This is an optimization exercise on Yosys and OpenROAD, whose aim is small area, not a production implementation. At most, simulation tests tie the RTL to the original design; equivalence was not proved. Power is estimated from default activity; no workload was simulated.

==> run Z: inputs <==
==> flow/design.v <==
module Paddle_Top
(input i_Clk,
input i_Rst,
input i_Switch_1,
input i_Switch_2,
input i_Switch_3,
input i_Switch_4,
input i_UART_RX,
output o_UART_TX,
output o_Segment1_A,
output o_Segment1_B,
output o_Segment1_C,
output o_Segment1_D,
output o_Segment1_E,
output o_Segment1_F,
output o_Segment1_G,
output o_Segment2_A,
output o_Segment2_B,
output o_Segment2_C,
output o_Segment2_D,
output o_Segment2_E,
output o_Segment2_F,
output o_Segment2_G,
output o_VGA_HSync,
output o_VGA_VSync,
output o_VGA_Red_0,
output o_VGA_Red_1,
output o_VGA_Red_2,
output o_VGA_Green_0,
output o_VGA_Green_1,
output o_VGA_Green_2,
output o_VGA_Blue_0,
output o_VGA_Blue_1,
output o_VGA_Blue_2);
    localparam [14:0] B_END = 1, B_MASK = 32767;
    localparam [14:0] B_KR = 31360, B_KWO = 29952, B_KS = 31330, B_KW = 29892;
    localparam [10:0] P_END = 913, P_MASK = 1499, P_W0 = 451;
    localparam [7:0] R_END = 72, R_MASK = 237, R_S0 = 84, R_SH = 142;
    localparam [7:0] T_END = 72, T_MASK = 237, T_S0 = 84, T_L = 213;
    function [9:0] inc10;
        input [9:0] x;
        input ci;
        integer i;
        reg c;
        begin
            c = ci;
            for (i = 0; i < 10; i = i + 1) begin
                inc10[i] = x[i] ^ c;
                c = c & x[i];
            end
        end
    endfunction
    function [5:0] step6;      
        input [5:0] x;
        input up;
        integer i;
        reg c;
        begin
            c = 1'b1;
            for (i = 0; i < 6; i = i + 1) begin
                step6[i] = x[i] ^ c;
                c = c & (x[i] ~^ up);
            end
        end
    endfunction
    function [4:0] step5;
        input [4:0] x;
        input up;
        integer i;
        reg c;
        begin
            c = 1'b1;
            for (i = 0; i < 5; i = i + 1) begin
                step5[i] = x[i] ^ c;
                c = c & (x[i] ~^ up);
            end
        end
    endfunction
    function [3:0] inc4;
        input [3:0] x;
        integer i;
        reg c;
        begin
            c = 1'b1;
            for (i = 0; i < 4; i = i + 1) begin
                inc4[i] = x[i] ^ c;
                c = c & x[i];
            end
        end
    endfunction
    function [6:0] sub6;       
        input [5:0] a;
        input [4:0] b;
        integer i;
        reg c;
        reg [5:0] nb;
        begin
            c = 1'b1;
            nb = ~{1'b0, b};
            for (i = 0; i < 6; i = i + 1) begin
                sub6[i] = a[i] ^ nb[i] ^ c;
                c = (a[i] & nb[i]) | (c & (a[i] ^ nb[i]));
            end
            sub6[6] = ~c;
        end
    endfunction
    reg [9:0] r_H;
    reg [9:0] r_V;
    wire w_H_end = r_H[9] & r_H[8] & (&r_H[4:0]);    
    wire w_V_end = r_V[9] & r_V[3] & r_V[2];         
    always @(posedge i_Clk) begin
        if (i_Rst) begin
            r_H <= 10'd799;
            r_V <= 10'd524;
        end else begin
            r_H <= w_H_end ? 10'd0 : inc10(r_H, 1'b1);
            r_V <= (w_H_end & w_V_end) ? 10'd0 : inc10(r_V, w_H_end);
        end
    end
    assign o_VGA_HSync = ~(r_H[9] & ~r_H[8] & r_H[7] & (r_H[6:4] != 3'd0) & (r_H[6:4] != 3'd7));
    assign o_VGA_VSync = ~(&r_V[8:5] & ~r_V[4] & r_V[3] & ~r_V[2] & r_V[1]);
    reg [3:0] r_rn;
    reg [7:0] r_ru;
    reg r_rbit;
    reg [7:0] r_Byte;        
    wire w_rev = ((r_ru ^ R_END) & R_MASK) == 8'd0;
    wire [7:0] w_ru_step = {r_ru[6:0], r_ru[7] ^ (r_ru[3] | r_ru[4])};
    wire w_RX_DV = w_rev & (r_rn == 4'd15);
    always @(posedge i_Clk) begin
        if (i_Rst)
            r_rn <= 4'd0;
        else case (r_rn)
            4'd0: r_rn <= i_UART_RX ? 4'd0 : 4'd1;
            4'd1: if (w_rev) r_rn <= i_UART_RX ? 4'd0 : 4'd2;
            4'd2: if (w_rev) r_rn <= 4'd8;
            4'd3: r_rn <= 4'd0;
            4'd15: if (w_rev) r_rn <= 4'd3;
            default: if (w_rev) r_rn <= inc4(r_rn);
        endcase
        if (r_rn == 4'd0)
            r_ru <= R_SH;
        else if (w_rev)
            r_ru <= R_S0;
        else
            r_ru <= w_ru_step;
        if (w_rev)
            r_rbit <= i_UART_RX;
        if (i_Rst)
            r_Byte <= 8'd0;
        else if (r_rn[3])
            r_Byte[r_rn[2:0]] <= r_rbit;
    end
    wire w_Ready = (r_Byte == 8'h0d);
    wire w_Quit = (r_Byte == 8'h71);
    reg r_Quit;
    always @(posedge i_Clk)
        r_Quit <= w_Quit;
    wire w_Reset = w_Quit & ~r_Quit;
    reg [3:0] r_tm;
    reg [7:0] r_tu;
    reg r_TX;
    wire w_tev = ((r_tu ^ T_END) & T_MASK) == 8'd0;
    wire [7:0] w_tu_step = {r_tu[6:0], r_tu[7] ^ (r_tu[3] | r_tu[4])};
    always @(posedge i_Clk) begin
        if (i_Rst) begin
            r_tm <= 4'd0;
            r_TX <= 1'b1;
        end else case (r_tm)
            4'd0: if (w_RX_DV) r_tm <= 4'd1;
            4'd1: begin r_tm <= 4'd8; r_TX <= 1'b0; end
            4'd2: if (w_tev) begin r_tm <= 4'd3; r_TX <= 1'b1; end
            4'd3: if (w_tev) r_tm <= 4'd0;
            4'd15: if (w_tev) begin r_tm <= 4'd2; r_TX <= r_Byte[7]; end
            default: if (w_tev) begin r_tm <= inc4(r_tm); r_TX <= r_Byte[r_tm[2:0]]; end
        endcase
        if (r_tm == 4'd0)
            r_tu <= T_L;
        else if (w_tev)
            r_tu <= T_S0;
        else
            r_tu <= w_tu_step;
    end
    assign o_UART_TX = r_TX;
    localparam [127:0] SEG_TAB = 128'h474f3d4e1f777b7f705f5b33796d307e;
    wire [6:0] w_Seg1 = ~SEG_TAB[{r_Byte[7:4], 3'b000} +: 7];
    wire [6:0] w_Seg2 = ~SEG_TAB[{r_Byte[3:0], 3'b000} +: 7];
    assign {o_Segment1_A, o_Segment1_B, o_Segment1_C, o_Segment1_D,
            o_Segment1_E, o_Segment1_F, o_Segment1_G} = w_Seg1;
    assign {o_Segment2_A, o_Segment2_B, o_Segment2_C, o_Segment2_D,
            o_Segment2_E, o_Segment2_F, o_Segment2_G} = w_Seg2;
    localparam G_RESET = 3'd0;    
    localparam G_RESP  = 3'd1;    
    localparam G_START = 3'd2;    
    localparam G_OUT   = 3'd3;    
    localparam G_MOVE  = 3'd4;    
    localparam G_WAIT  = 3'd5;    
    localparam G_MOVEO = 3'd6;    
    localparam G_WAITO = 3'd7;    
    reg [2:0] r_G;
    reg r_Done;                   
    reg [14:0] r_BC;
    wire w_bev = ((r_BC ^ B_END) & B_MASK) == 15'd0;
    wire [14:0] w_BC_step = {r_BC[13:0], r_BC[14] ^ r_BC[13]};
    wire w_Play = r_G[2] | (r_G[1] & r_G[0]);
    reg [5:0] r_BH;
    reg [4:0] r_BV;
    reg [1:0] r_Dir;
    reg [4:0] r_PL, r_PR;
    wire w_Out = (~r_BH[0] & ~r_BH[1] & r_BH[2] & ~r_BH[3] & ~r_BH[4]) |
                 (r_BH[0] & r_BH[1] & r_BH[5]);
    wire w_AtL = ~r_BH[1] & r_BH[2] & ~r_BH[3] & ~r_BH[4];               
    wire w_AtR = r_BH[1] & r_BH[5];                                       
    wire w_AtT = ~r_BH[0] & ~r_BH[1] & r_BH[2] & ~r_BH[3] & ~r_BV[2];     
    wire w_AtB = r_BH[0] & ~r_BH[3] & r_BH[4] & r_BV[2];                  
    wire w_FrontL = ~r_PL[4] & r_PL[3] & (r_PL[2:0] != 3'd0);             
    wire w_CornL = r_Dir[1] ? (r_PL == 5'd16) : (r_PL == 5'd8);
    wire w_FrontR = ~r_PR[4] & r_PR[3] & (r_PR[2:0] != 3'd7);             
    wire w_CornR = r_Dir[1] ? (r_PR == 5'd15) : (r_PR == 5'd7);
    wire w_FlipH = (w_AtL & (w_FrontL | w_CornL)) | (w_AtR & (w_FrontR | w_CornR));
    wire w_FlipV = w_AtT | w_AtB | (w_AtL & w_CornL) | (w_AtR & w_CornR);
    wire [1:0] w_NDir = r_Dir ^ {w_FlipV, w_FlipH};
    always @(posedge i_Clk) begin
        if (i_Rst | w_Reset)
            r_G <= G_RESET;
        else case (r_G)
            G_RESET: r_G <= w_Ready ? G_START : (r_Done ? G_RESP : G_RESET);
            G_RESP:  r_G <= w_Ready ? G_START : G_RESP;
            G_START: if (w_bev) r_G <= G_MOVE;
            G_OUT:   if (r_Done) r_G <= G_START;
            G_MOVE:  r_G <= w_Out ? G_WAITO : G_WAIT;
            G_WAIT:  if (w_bev) r_G <= G_MOVE;
            G_MOVEO: r_G <= G_OUT;
            default: if (w_bev) r_G <= G_MOVEO;
        endcase
        if (!i_Rst) begin
            if (!w_Play)
                r_Done <= 1'b0;
            else if (r_G == G_OUT && w_bev)
                r_Done <= 1'b1;
        end
        if (r_G == G_RESET || r_G == G_RESP || (r_G == G_OUT && w_bev))
            r_BC <= B_KR;
        else if (r_G == G_START && w_bev)
            r_BC <= B_KS;
        else if (r_G == G_WAIT && w_bev)
            r_BC <= B_KW;
        else if (r_G == G_WAITO && w_bev)
            r_BC <= B_KWO;
        else
            r_BC <= w_BC_step;
        if (!w_Play) begin
            r_BH <= 6'd6;
            r_BV <= 5'd14;
            r_Dir <= 2'b01;
        end else if (r_G == G_MOVE && !w_Out) begin
            r_Dir <= w_NDir;
            r_BH <= step6(r_BH, w_NDir[0]);
            r_BV <= step5(r_BV, w_NDir[1]);
        end
    end
    wire w_PInit = !w_Play || (r_G == G_OUT && r_Done);
    reg [1:0] r_LS, r_RS;         
    reg r_LUp, r_RUp;
    reg [10:0] r_LC, r_RC;
    wire w_Lev = ((r_LC ^ P_END) & P_MASK) == 11'd0;
    wire w_Rev = ((r_RC ^ P_END) & P_MASK) == 11'd0;
    always @(posedge i_Clk) begin
        if (i_Rst) r_LUp <= 1'b0;
        else if (i_Switch_1) r_LUp <= 1'b1;
        else if (i_Switch_2) r_LUp <= 1'b0;
        if (i_Rst) r_RUp <= 1'b0;
        else if (i_Switch_3) r_RUp <= 1'b1;
        else if (i_Switch_4) r_RUp <= 1'b0;
        if (!w_Play) r_LS <= 2'd0;
        else case (r_LS)
            2'd0: r_LS <= (i_Switch_1 ^ i_Switch_2) ? 2'd1 : 2'd0;
            2'd1: if (w_Lev) r_LS <= r_LUp ? 2'd2 : 2'd3;
            default: r_LS <= 2'd0;
        endcase
        if (!w_Play) r_RS <= 2'd0;
        else case (r_RS)
            2'd0: r_RS <= (i_Switch_3 ^ i_Switch_4) ? 2'd1 : 2'd0;
            2'd1: if (w_Rev) r_RS <= r_RUp ? 2'd2 : 2'd3;
            default: r_RS <= 2'd0;
        endcase
        r_LC <= (r_LS == 2'd1) ? {r_LC[9:0], r_LC[10] ^ r_LC[8]} : P_W0;
        r_RC <= (r_RS == 2'd1) ? {r_RC[9:0], r_RC[10] ^ r_RC[8]} : P_W0;
        if (w_PInit) r_PL <= 5'd11;
        else if ((r_LS == 2'd2 && r_PL != 5'd0) || (r_LS == 2'd3 && r_PL != 5'd23))
            r_PL <= step5(r_PL, r_LS[0]);
        if (w_PInit) r_PR <= 5'd11;
        else if ((r_RS == 2'd2 && r_PR != 5'd0) || (r_RS == 2'd3 && r_PR != 5'd23))
            r_PR <= step5(r_PR, r_RS[0]);
    end
    wire w_HSubLast = &r_H[3:0];
    wire w_BallPix = (r_G[2] | r_G[1]) &
                     (r_H[9:4] == r_BH) & ~w_HSubLast &
                     (r_V[9:4] == {1'b0, r_BV}) & (r_V[3:0] != 4'd0);
    wire w_PadCol = (r_H[8:4] == 5'd3) | ((r_H[8:4] == 5'd4) & ~w_HSubLast);
    wire [4:0] w_PadRow = r_H[9] ? r_PR : r_PL;
    wire [6:0] w_K = sub6(r_V[9:4], w_PadRow);
    wire w_PadPix = (r_G != G_RESET) & w_PadCol & (w_K[6:3] == 4'd0) & (w_K[2:0] != 3'd7) &
                    ~((w_K[2:0] == 3'd0) & (r_V[3:0] == 4'd0));
    reg r_Draw;
    always @(posedge i_Clk)
        r_Draw <= w_BallPix | w_PadPix;
    assign o_VGA_Red_0 = r_Draw;
    assign o_VGA_Red_1 = r_Draw;
    assign o_VGA_Red_2 = r_Draw;
    assign o_VGA_Green_0 = r_Draw;
    assign o_VGA_Green_1 = r_Draw;
    assign o_VGA_Green_2 = r_Draw;
    assign o_VGA_Blue_0 = r_Draw;
    assign o_VGA_Blue_1 = r_Draw;
    assign o_VGA_Blue_2 = r_Draw;
endmodule
==> flow/run.sh <==
#!/bin/bash
# synth_recipe.tcl (not shown) runs the flow's synth.tcl, then flattens the netlist and writes it again
# the make line also repeats each setting of config.mk as NAME=value (left out here)
make -C /OpenROAD-flow-scripts/flow DESIGN_CONFIG=/design/flow/config.mk WORK_HOME=/design/flow/orfs CLKGATE_MAP_FILE= SYNTH_SCRIPT=/design/flow/synth_recipe.tcl finish
==> flow/config.mk <==
export PLATFORM = sky130hd
export DESIGN_NAME = Paddle_Top
export DESIGN_NICKNAME = Paddle_Top
export VERILOG_FILES = /design/flow/design.v
export SDC_FILE = /design/flow/constraint.sdc
export NUM_CORES = 4
export LEC_CHECK = 0
export CAP_MARGIN = 20
export CORE_MARGIN = 2
export CORE_UTILIZATION = 40
export CTS_BUF_LIST = sky130_fd_sc_hd__clkbuf_4
export PLACE_DENSITY = 0.6
export SLEW_MARGIN = 20
==> flow/constraint.sdc <==
create_clock -name core_clock -period 8.0 [get_ports {i_Clk}]
set_input_delay 1.6000 -clock core_clock [delete_from_list [all_inputs] [get_ports {i_Clk}]]
set_output_delay 1.6000 -clock core_clock [all_outputs]
set_load 0.01 [all_outputs]
==> run K: changes against run Z <==
--- a/flow/design.v
+++ b/flow/design.v
@@ -37,73 +37,6 @@
     localparam [10:0] P_END = 913, P_MASK = 1499, P_W0 = 451;
     localparam [7:0] R_END = 72, R_MASK = 237, R_S0 = 84, R_SH = 142;
     localparam [7:0] T_END = 72, T_MASK = 237, T_S0 = 84, T_L = 213;
-    function [9:0] inc10;
-        input [9:0] x;
-        input ci;
-        integer i;
-        reg c;
-        begin
-            c = ci;
-            for (i = 0; i < 10; i = i + 1) begin
-                inc10[i] = x[i] ^ c;
-                c = c & x[i];
-            end
-        end
-    endfunction
-    function [5:0] step6;      
-        input [5:0] x;
-        input up;
-        integer i;
-        reg c;
-        begin
-            c = 1'b1;
-            for (i = 0; i < 6; i = i + 1) begin
-                step6[i] = x[i] ^ c;
-                c = c & (x[i] ~^ up);
-            end
-        end
-    endfunction
-    function [4:0] step5;
-        input [4:0] x;
-        input up;
-        integer i;
-        reg c;
-        begin
-            c = 1'b1;
-            for (i = 0; i < 5; i = i + 1) begin
-                step5[i] = x[i] ^ c;
-                c = c & (x[i] ~^ up);
-            end
-        end
-    endfunction
-    function [3:0] inc4;
-        input [3:0] x;
-        integer i;
-        reg c;
-        begin
-            c = 1'b1;
-            for (i = 0; i < 4; i = i + 1) begin
-                inc4[i] = x[i] ^ c;
-                c = c & x[i];
-            end
-        end
-    endfunction
-    function [6:0] sub6;       
-        input [5:0] a;
-        input [4:0] b;
-        integer i;
-        reg c;
-        reg [5:0] nb;
-        begin
-            c = 1'b1;
-            nb = ~{1'b0, b};
-            for (i = 0; i < 6; i = i + 1) begin
-                sub6[i] = a[i] ^ nb[i] ^ c;
-                c = (a[i] & nb[i]) | (c & (a[i] ^ nb[i]));
-            end
-            sub6[6] = ~c;
-        end
-    endfunction
     reg [9:0] r_H;
     reg [9:0] r_V;
     wire w_H_end = r_H[9] & r_H[8] & (&r_H[4:0]);    
@@ -113,8 +46,8 @@
             r_H <= 10'd799;
             r_V <= 10'd524;
         end else begin
-            r_H <= w_H_end ? 10'd0 : inc10(r_H, 1'b1);
-            r_V <= (w_H_end & w_V_end) ? 10'd0 : inc10(r_V, w_H_end);
+            r_H <= w_H_end ? 10'd0 : r_H + 10'd1;
+            r_V <= (w_H_end & w_V_end) ? 10'd0 : r_V + {9'd0, w_H_end};
         end
     end
     assign o_VGA_HSync = ~(r_H[9] & ~r_H[8] & r_H[7] & (r_H[6:4] != 3'd0) & (r_H[6:4] != 3'd7));
@@ -135,7 +68,7 @@
             4'd2: if (w_rev) r_rn <= 4'd8;
             4'd3: r_rn <= 4'd0;
             4'd15: if (w_rev) r_rn <= 4'd3;
-            default: if (w_rev) r_rn <= inc4(r_rn);
+            default: if (w_rev) r_rn <= r_rn + 4'd1;
         endcase
         if (r_rn == 4'd0)
             r_ru <= R_SH;
@@ -171,7 +104,7 @@
             4'd2: if (w_tev) begin r_tm <= 4'd3; r_TX <= 1'b1; end
             4'd3: if (w_tev) r_tm <= 4'd0;
             4'd15: if (w_tev) begin r_tm <= 4'd2; r_TX <= r_Byte[7]; end
-            default: if (w_tev) begin r_tm <= inc4(r_tm); r_TX <= r_Byte[r_tm[2:0]]; end
+            default: if (w_tev) begin r_tm <= r_tm + 4'd1; r_TX <= r_Byte[r_tm[2:0]]; end
         endcase
         if (r_tm == 4'd0)
             r_tu <= T_L;
@@ -254,8 +187,8 @@
             r_Dir <= 2'b01;
         end else if (r_G == G_MOVE && !w_Out) begin
             r_Dir <= w_NDir;
-            r_BH <= step6(r_BH, w_NDir[0]);
-            r_BV <= step5(r_BV, w_NDir[1]);
+            r_BH <= w_NDir[0] ? r_BH + 6'd1 : r_BH - 6'd1;
+            r_BV <= w_NDir[1] ? r_BV + 5'd1 : r_BV - 5'd1;
         end
     end
     wire w_PInit = !w_Play || (r_G == G_OUT && r_Done);
@@ -286,11 +219,11 @@
         r_LC <= (r_LS == 2'd1) ? {r_LC[9:0], r_LC[10] ^ r_LC[8]} : P_W0;
         r_RC <= (r_RS == 2'd1) ? {r_RC[9:0], r_RC[10] ^ r_RC[8]} : P_W0;
         if (w_PInit) r_PL <= 5'd11;
-        else if ((r_LS == 2'd2 && r_PL != 5'd0) || (r_LS == 2'd3 && r_PL != 5'd23))
-            r_PL <= step5(r_PL, r_LS[0]);
+        else if (r_LS == 2'd2 && r_PL != 5'd0) r_PL <= r_PL - 5'd1;
+        else if (r_LS == 2'd3 && r_PL != 5'd23) r_PL <= r_PL + 5'd1;
         if (w_PInit) r_PR <= 5'd11;
-        else if ((r_RS == 2'd2 && r_PR != 5'd0) || (r_RS == 2'd3 && r_PR != 5'd23))
-            r_PR <= step5(r_PR, r_RS[0]);
+        else if (r_RS == 2'd2 && r_PR != 5'd0) r_PR <= r_PR - 5'd1;
+        else if (r_RS == 2'd3 && r_PR != 5'd23) r_PR <= r_PR + 5'd1;
     end
     wire w_HSubLast = &r_H[3:0];
     wire w_BallPix = (r_G[2] | r_G[1]) &
@@ -298,7 +231,7 @@
                      (r_V[9:4] == {1'b0, r_BV}) & (r_V[3:0] != 4'd0);
     wire w_PadCol = (r_H[8:4] == 5'd3) | ((r_H[8:4] == 5'd4) & ~w_HSubLast);
     wire [4:0] w_PadRow = r_H[9] ? r_PR : r_PL;
-    wire [6:0] w_K = sub6(r_V[9:4], w_PadRow);
+    wire [6:0] w_K = {1'b0, r_V[9:4]} - {2'b00, w_PadRow};
     wire w_PadPix = (r_G != G_RESET) & w_PadCol & (w_K[6:3] == 4'd0) & (w_K[2:0] != 3'd7) &
                     ~((w_K[2:0] == 3'd0) & (r_V[3:0] == 4'd0));
     reg r_Draw;
Settings changed: ABC_AREA set to 1, CTS_BUF_LIST sky130_fd_sc_hd__clkbuf_4 to sky130_fd_sc_hd__clkbuf_8, CTS_CLUSTER_DIAMETER set to 100, CTS_CLUSTER_SIZE set to 20.
==> run_results.csv <==
group,metric,value,unit
cells_and_area,clock_area_share,3.98,%
pwr,comb_power_share,21.1,%
cells_and_area,multi_input_area,0.00382,sq mm
sta,slew-limit-headroom,44.0,%
synth,synthesis.instances,754,
synth,syn-cell-area,0.00673,sq mm
run_status,status,"complete, no violations",
placed_design,gp_congestion,0.780,
cells_and_area,layout-drive-gt1-share,8.18,%
sta,finalClockSkew,17.4,ps
synth,synthTopCellsByCount,"dfxtp_1 (124), nand2_1 (68), nor2_1 (56)",
setup_path,cp_max_fo,7,
[end of results for run Z]
==> run_results.csv <==
group,metric,value,unit
pwr,comb_power_share,24.2,%
run_status,status,"complete, no violations",
synth,syn-cell-area,0.00687,sq mm
synth,synthesis.instances,938,
drt,viasPerCell,4.92,
synth,synthTopCellsByCount,"inv_1 (147), nand2_1 (142), dfxtp_1 (124)",
sta,finalClockSkew,9.64,ps
setup_path,cp_max_fo,9,
placed_design,gp_congestion,0.867,
cells_and_area,multi_input_area,0.00362,sq mm
sta,slew-limit-headroom,57.5,%
cells_and_area,clock_area_share,4.90,%
[end of results for run K]
Function not checked in run K: the RTL went through the layout flow alone.

## what the ideal ports hide
No port has a modelled driver above. Below, the same layouts with a new extraction and two added sets of constraints.
Step 1 assumes that a clkbuf_16 drives the clock port and a buf_2 every other input.
Step 2, shift: input delay + t, output delay - t, t = (earliest + latest rising clock arrival at the registers) / 2. This alone moves slack from input paths to output paths.
Three values: no drivers, after step 1, after step 2; two values: the first two.
| run | t, ns | slack for setup (ns) | worst setup path after step 2 | cell pins on the clock port's net |
|---|---|---|---|---|
| run Z | 0.570 | 3.863 / 3.830 / 4.321 | register to register | 1 |
| run K | 0.469 | 4.172 / 4.136 / 4.605 | register to output | 1 |
After both steps every run listed still meets setup and hold.
